This design comes from an exercise in tuning for small area, a short achievable clock period and few clock cycles per item on the open sky130 flow, not from production work. The RTL was checked by simulation tests, not by an equivalence proof against the original design. The clock port is modelled as an ideal driver; clocking choices that lean on that would not hold on a real chip. Power is estimated from default activity; no workload was simulated.

==> flow/design.v <==
`timescale 1ns / 1ps
module Optical_8x8ctrl_top#(
    parameter       P_BAR       =   1'b0,
    parameter       P_CROSS     =   1'b1,
    parameter       P_DSTWIDTH  =   3   ,
    parameter       P_PORTNUM   =   8   ,
    parameter       P_SWITCHNUM =   4
)(
    input                                   i_clk           ,
    input                                   i_rst           ,
    input  [P_DSTWIDTH*P_PORTNUM - 1:0]     i_8x8_req       ,
    input                                   i_8x8_valid     ,
    output [19:0]                           o_grant_8x8     ,
    output                                  o_grant_valid
);
wire [3:1] w_s;
wire [8:0] w_e0;
wire       w_b3;
wire [5:0] w_d1;
reg  [3:1] r_s;      
reg  [8:0] r_e0;     
reg        r_b3;     
reg  [5:0] r_d1;     
reg        r_valid;
benes8_in u_in (
    .i_req (i_8x8_req),
    .o_s   (w_s),
    .o_e0  (w_e0),
    .o_b3  (w_b3),
    .o_d1  (w_d1)
);
benes8_out u_out (
    .i_s     (r_s),
    .i_e0    ({~r_e0[8:3], r_e0[2:0]}),
    .i_b3    (~r_b3),
    .i_d1    ({~r_d1[5:2], r_d1[1:0]}),
    .o_grant (o_grant_8x8)
);
assign o_grant_valid = r_valid;
always @(posedge i_clk) begin
    r_s  <= w_s;
    r_e0 <= {~w_e0[8:3], w_e0[2:0]};
    r_b3 <= ~w_b3;
    r_d1 <= {~w_d1[5:2], w_d1[1:0]};
end
always @(posedge i_clk or posedge i_rst) begin
    if (i_rst) r_valid <= 1'b0;
    else       r_valid <= i_8x8_valid;
end
endmodule
module benes8_in(
    input  [23:0] i_req,
    output [3:1]  o_s,
    output [8:0]  o_e0,
    output        o_b3,
    output [5:0]  o_d1
);
wire [2:0] dst [0:7];
wire [1:0] D   [0:7];
genvar gi;
generate
    for (gi = 0; gi < 8; gi = gi + 1) begin : g_in
        assign dst[gi] = i_req[3*gi +: 3];
        assign D[gi]   = i_req[3*gi+1 +: 2];
    end
endgenerate
wire e02 = D[0] == D[2], e04 = D[0] == D[4], e05 = D[0] == D[5];
wire e13 = D[1] == D[3], e14 = D[1] == D[4], e15 = D[1] == D[5], e17 = D[1] == D[7];
wire e24 = D[2] == D[4], e25 = D[2] == D[5], e27 = D[2] == D[7];
wire e34 = D[3] == D[4], e35 = D[3] == D[5], e37 = D[3] == D[7];
wire e47 = D[4] == D[7], e57 = D[5] == D[7];
wire s1 = e13 | e02 | (e15 & e34) | (e14 & e35) | (e25 & e04) | (e24 & e05);
wire s2_0 = e04 | e15 | e24 | e35;
wire s2_1 = e04 | e15 | e34 | e25;
wire s3_0 = e17 | e37 | (e47 & s2_0) | (e57 & ~s2_0);
wire s3_1 = e17 | e27 | (e47 & s2_1) | (e57 & ~s2_1);
wire s2 = s1 ? s2_1 : s2_0;
wire s3 = s1 ? s3_1 : s3_0;
wire [4:0] pass2 = s2 ? {D[4], dst[5]} : {D[5], dst[4]};
assign o_s     = {s3, s2, s1};
assign o_e0    = {pass2[2:0], s1 ? dst[3] : dst[2], dst[0]};
assign o_d1    = {pass2[4:3], s1 ? D[2] : D[3], D[1]};
assign o_b3    = s3 ? dst[7][0] : dst[6][0];
endmodule
module benes4_route(
    input  [5:0] d,
    output [5:0] g,
    output [3:0] z0, z1, z2, z3
);
genvar i;
generate
    for (i = 0; i < 3; i = i + 1) begin : g_dec
        assign z0[i] = d[2*i +: 2] == 2'd0;
        assign z1[i] = d[2*i +: 2] == 2'd1;
        assign z2[i] = d[2*i +: 2] == 2'd2;
        assign z3[i] = d[2*i +: 2] == 2'd3;
    end
endgenerate
assign z0[3] = ~(z0[0] | z0[1] | z0[2]);
assign z1[3] = ~(z1[0] | z1[1] | z1[2]);
assign z2[3] = ~(z2[0] | z2[1] | z2[2]);
assign z3[3] = ~(z3[0] | z3[1] | z3[2]);
assign g[0] = ~z0[0];
assign g[1] = ~z0[0] & ~z0[1];
assign g[3] = z0[3];
assign g[2] = z0[0] ? d[3] : d[1];
assign g[4] = (d[1] & d[3]) | z1[3];
assign g[5] = d[1] ? d[0] : (d[3] ? d[2] : d[4]);
endmodule
module benes8_out(
    input  [3:1] i_s,
    input  [8:0] i_e0,
    input        i_b3,
    input  [5:0] i_d1,
    output [19:0] o_grant
);
wire [5:0] g0, g1;
wire [3:0] z0, z1, z2, z3;
wire [3:0] y0, y1, y2, y3;
benes4_route u_sub0 (
    .d  ({i_e0[8:7], i_e0[5:4], i_e0[2:1]}),
    .g  (g0), .z0 (z0), .z1 (z1), .z2 (z2), .z3 (z3)
);
benes4_route u_sub1 (
    .d  (i_d1),
    .g  (g1), .z0 (y0), .z1 (y1), .z2 (y2), .z3 (y3)
);
wire [3:0] b = {i_b3, i_e0[6], i_e0[3], i_e0[0]};
wire [3:0] go;
assign go[0] = |(z0 & b);
assign go[1] = |(z1 & b);
assign go[2] = |(z2 & b);
assign go[3] = |(z3 & b);
assign o_grant = {go, i_s, 1'b0, g1, g0};
endmodule
export LEC_CHECK = 0
export CAP_MARGIN = 20
export CORE_AREA = 2 2 64 64
export DIE_AREA = 0 0 66 66
export PLACE_DENSITY = 0.85
export SLEW_MARGIN = 20
create_clock -name core_clock -period 19.0 [get_ports {i_clk}]
standard.sh (not shown) runs the stock make flow with config.mk's settings and CLKGATE_MAP_FILE= SYNTH_SCRIPT=/design/flow/synth_recipe.tcl, a recipe that flattens the netlist after the stock synthesis.
==> flow/flow/run.sh <==
#!/bin/bash
set -euo pipefail
cd "$(dirname "$0")/.."
W=$(pwd)
{ head -n 1 synth_recipe.tcl; cat flow/abc_override.tcl; tail -n +2 synth_recipe.tcl; } > own_synth.tcl
sed "s#SYNTH_SCRIPT=[^ ]*#SYNTH_SCRIPT=$W/own_synth.tcl#" standard.sh > own_standard.sh
grep -q "SYNTH_SCRIPT=$W/own_synth.tcl" own_standard.sh
export OWN_ABC_SCRIPT=$W/flow/abc.script
export BUFFER_PORTS_ARGS="-buffer_cell sky130_fd_sc_hd__buf_2"
export POST_GLOBAL_PLACE_TCL=$W/flow/outbuf.tcl
export POST_CTS_TCL=$W/flow/size.tcl
export CTS_ARGS="-sink_clustering_enable -repair_clock_nets -buf_list {sky130_fd_sc_hd__clkbuf_4} -root_buf sky130_fd_sc_hd__clkbuf_4 -dont_use_dummy_load"
bash own_standard.sh > flow.log 2>&1
==> flow/flow/abc.script <==
&get -n
&st
&dch
&nf
&put
==> flow/flow/abc_override.tcl <==
# Technology mapping with this flow's own ABC script (flow/abc.script) in place
# of ORFS's; everything else in the standard flow's synthesis stays as it is.
proc abc {args} {
  set i [lsearch -exact $args -script]
  if {$i >= 0} { lset args [expr {$i + 1}] $::env(OWN_ABC_SCRIPT) }
  puts "abc_override: abc [join $args]"
  yosys abc {*}$args
}
Other scripts of this flow, unchanged in this note and not shown: flow/flow/outbuf.tcl, flow/flow/size.tcl
The starting point passed the timing, design-rule and antenna checks.
Testbench counts at the start, summed over its fixed seeds: cycles 2,048, items 2,048.
Then changed:
==> flow/flow/run.sh (replaced) <==
#!/bin/bash
set -euo pipefail
cd "$(dirname "$0")/.."
W=$(pwd)
export BUFFER_PORTS_ARGS="-buffer_cell sky130_fd_sc_hd__buf_2"
export POST_GLOBAL_PLACE_TCL=$W/flow/outbuf.tcl
export POST_CTS_TCL=$W/flow/size.tcl
export CTS_ARGS="-sink_clustering_enable -repair_clock_nets -buf_list {sky130_fd_sc_hd__clkbuf_4} -root_buf sky130_fd_sc_hd__clkbuf_4 -dont_use_dummy_load"
bash standard.sh > flow.log 2>&1
--- a/flow/config.mk
+++ b/flow/config.mk
@@ -9,4 +9,3 @@
 export CORE_AREA = 2 2 64 64
 export DIE_AREA = 0 0 66 66
-export PLACE_DENSITY = 0.85
 export SLEW_MARGIN = 20
removed: flow/flow/abc.script
removed: flow/flow/abc_override.tcl
After rerunning: Utilization came out higher by 0.54 points. Clock power went down by about 3%. Worst setup slack got worse by 0.14 ns. Final cell count rises by 1.3%.

========
## run A
Starts from the design.v that is shown in full above.
==> flow/config.mk <==
export PLATFORM = sky130hd
export DESIGN_NAME = Optical_8x8ctrl_top
export DESIGN_NICKNAME = Optical_8x8ctrl_top
export VERILOG_FILES = /design/flow/design.v
export SDC_FILE = /design/flow/constraint.sdc
export NUM_CORES = 4
export LEC_CHECK = 0
export CAP_MARGIN = 20
export CORE_AREA = 2 2 64 64
export DIE_AREA = 0 0 66 66
export SLEW_MARGIN = 20
==> flow/constraint.sdc <==
create_clock -name core_clock -period 19.0 [get_ports {i_clk}]
set_input_delay 3.8000 -clock core_clock [delete_from_list [all_inputs] [get_ports {i_clk}]]
set_output_delay 3.8000 -clock core_clock [all_outputs]
set_load 0.01 [all_outputs]
==> flow/flow/run.sh <==
#!/bin/bash
set -euo pipefail
cd "$(dirname "$0")/.."
W=$(pwd)
{ head -n 1 synth_recipe.tcl; cat flow/abc_override.tcl; tail -n +2 synth_recipe.tcl; } > own_synth.tcl
sed "s#SYNTH_SCRIPT=[^ ]*#SYNTH_SCRIPT=$W/own_synth.tcl#" standard.sh > own_standard.sh
grep -q "SYNTH_SCRIPT=$W/own_synth.tcl" own_standard.sh
export OWN_ABC_SCRIPT=$W/flow/abc.script
export BUFFER_PORTS_ARGS="-buffer_cell sky130_fd_sc_hd__buf_2"
export POST_GLOBAL_PLACE_TCL=$W/flow/outbuf.tcl
export POST_CTS_TCL=$W/flow/size.tcl
export CTS_ARGS="-sink_clustering_enable -repair_clock_nets -buf_list {sky130_fd_sc_hd__clkbuf_4} -root_buf sky130_fd_sc_hd__clkbuf_4 -dont_use_dummy_load"
bash own_standard.sh > flow.log 2>&1
==> flow/flow/abc.script <==
&get -n
&st
&dch
&nf -p
&put
==> flow/flow/abc_override.tcl <==
# Technology mapping with this flow's own ABC script (flow/abc.script) in place
# of ORFS's; everything else in the standard flow's synthesis stays as it is.
proc abc {args} {
  set i [lsearch -exact $args -script]
  if {$i >= 0} { lset args [expr {$i + 1}] $::env(OWN_ABC_SCRIPT) }
  puts "abc_override: abc [join $args]"
  yosys abc {*}$args
}
Other scripts of this flow, unchanged in this note and not shown: flow/flow/outbuf.tcl, flow/flow/size.tcl
Testbench counts of run A, summed over its fixed seeds: cycles 2,048, items 2,048.
diff inputs: run A => run B
==> flow/flow/run.sh <==
#!/bin/bash
set -euo pipefail
cd "$(dirname "$0")/.."
W=$(pwd)
export BUFFER_PORTS_ARGS="-buffer_cell sky130_fd_sc_hd__buf_2"
export POST_GLOBAL_PLACE_TCL=$W/flow/outbuf.tcl
export POST_CTS_TCL=$W/flow/size.tcl
export CTS_ARGS="-sink_clustering_enable -repair_clock_nets -buf_list {sky130_fd_sc_hd__clkbuf_4} -root_buf sky130_fd_sc_hd__clkbuf_4 -dont_use_dummy_load"
bash standard.sh > flow.log 2>&1
removed: flow/flow/abc.script
removed: flow/flow/abc_override.tcl
Notes after the runs:
Post-route standard cell area excluding fillers was lower in the run labelled run A.
Relative to run A, the netlist area before placement of run B is higher by 180 µm².
Comparing run A with run B, the final hold slack came out essentially unchanged.
Run B: post-synthesis to final-layout area growth 15 points below run A
Re sequential power: run B and run A aren't equal, and the lower value belongs to run A.
Total power of run B is higher than that of run A.
Worst setup slack, run B and run A, higher one = run A.
Core util | run B vs run A | run B higher
The run showing the greater final cycle utilization of the critical path is run B.
Number of cells produced by synthesis of run B exceeds that of run A by more than 10%.
Run A has lower post-route non-filler standard cell count than run B.
> inputs changed (run B -> run C)
diff --git a/flow/flow/run.sh b/flow/flow/run.sh
--- a/flow/flow/run.sh
+++ b/flow/flow/run.sh
@@ -4,2 +4,6 @@
 W=$(pwd)
+{ head -n 1 synth_recipe.tcl; cat flow/abc_override.tcl; tail -n +2 synth_recipe.tcl; } > own_synth.tcl
+sed "s#SYNTH_SCRIPT=[^ ]*#SYNTH_SCRIPT=$W/own_synth.tcl#" standard.sh > own_standard.sh
+grep -q "SYNTH_SCRIPT=$W/own_synth.tcl" own_standard.sh
+export OWN_ABC_SCRIPT=$W/flow/abc.script
 export BUFFER_PORTS_ARGS="-buffer_cell sky130_fd_sc_hd__buf_2"
@@ -8,2 +12,2 @@
 export CTS_ARGS="-sink_clustering_enable -repair_clock_nets -buf_list {sky130_fd_sc_hd__clkbuf_4} -root_buf sky130_fd_sc_hd__clkbuf_4 -dont_use_dummy_load"
-bash standard.sh > flow.log 2>&1
+bash own_standard.sh > flow.log 2>&1
==> flow/flow/abc.script (new file) <==
strash
dch
map -a
==> flow/flow/abc_override.tcl (new file) <==
# Technology mapping with this flow's own ABC script (flow/abc.script) in place
# of ORFS's; everything else in the standard flow's synthesis stays as it is.
proc abc {args} {
  set i [lsearch -exact $args -script]
  if {$i >= 0} { lset args [expr {$i + 1}] $::env(OWN_ABC_SCRIPT) }
  yosys abc {*}$args
}
### Flow results
- Comparing relative area of non-clock buffer cells in the final design for run C and run B, the bigger number came from run B.
- Per the comparison of run C with run B, sum of internal, switching and leakage power down about 5%, detailed route wirelength on metal2 up about 14%.
Edits applied to the flow inputs when going from run C to run D:
==> flow/flow/abc.script <==
&get -n
&st
&dch
&nf
&st
&syn2
&if -g -K 6
&synch2
&nf
&st
&syn2
&if -g -K 6
&synch2
&nf
&st
&syn2
&if -g -K 6
&synch2
&nf
&st
&syn2
&if -g -K 6
&synch2
&nf
&st
&syn2
&if -g -K 6
&synch2
&nf
&put
topo
stime -c
NOTE area after synthesis run C->run D decreased by a few percent. Final design area excluding fillers delta (run D − run C): favourable. r_e0[6]$_DFF_P_ as the end point of the critical path was reported by run C, and r_e0[8]$_DFF_P_ by run D. Maximum cell stage delay along the critical path is higher on run C.

==> what the ideal ports hide <==
The flow's constraints put no driver on any port. The routed layouts listed below were extracted and timed again, unchanged, in two steps. Step 1 sets driving cells, clkbuf_16 on the clock port and buf_2 on the other inputs (assumed; they add their load-dependent delay and slew). Step 2 times the ports against the registers' clock, not the clock port: input delays grow and output delays shrink by t, the midpoint of the rising clock arrivals with the driver on. Slacks: ideal ports / drivers / drivers and shift; pairs: ideal ports / drivers.
run	t, ns	setup WS [ns]	worst setup path after step 2	clock arrival spread, ns	worst register clock-pin slew, ns
the first run of note 1	0.305	13.787 / 13.790 / 13.485	input to register	0.024 / 0.024	0.11 / 0.11
the second run of note 1	0.303	13.649 / 13.628 / 13.385	input to register	0.024 / 0.023	0.11 / 0.11
run A	0.308	13.821 / 13.825 / 13.516	input to register	0.021 / 0.021	0.11 / 0.11
run B	0.303	13.649 / 13.628 / 13.385	input to register	0.024 / 0.023	0.11 / 0.11
run C	0.310	13.768 / 13.772 / 13.462	input to register	0.024 / 0.024	0.11 / 0.11
run D	0.302	13.698 / 13.683 / 13.395	input to register	0.026 / 0.026	0.11 / 0.11
After both steps setup and hold are still met in every run listed. For run C, which loses most, drivers alone change the setup slack by +0.004 ns; drivers and shift together by -0.306 ns.
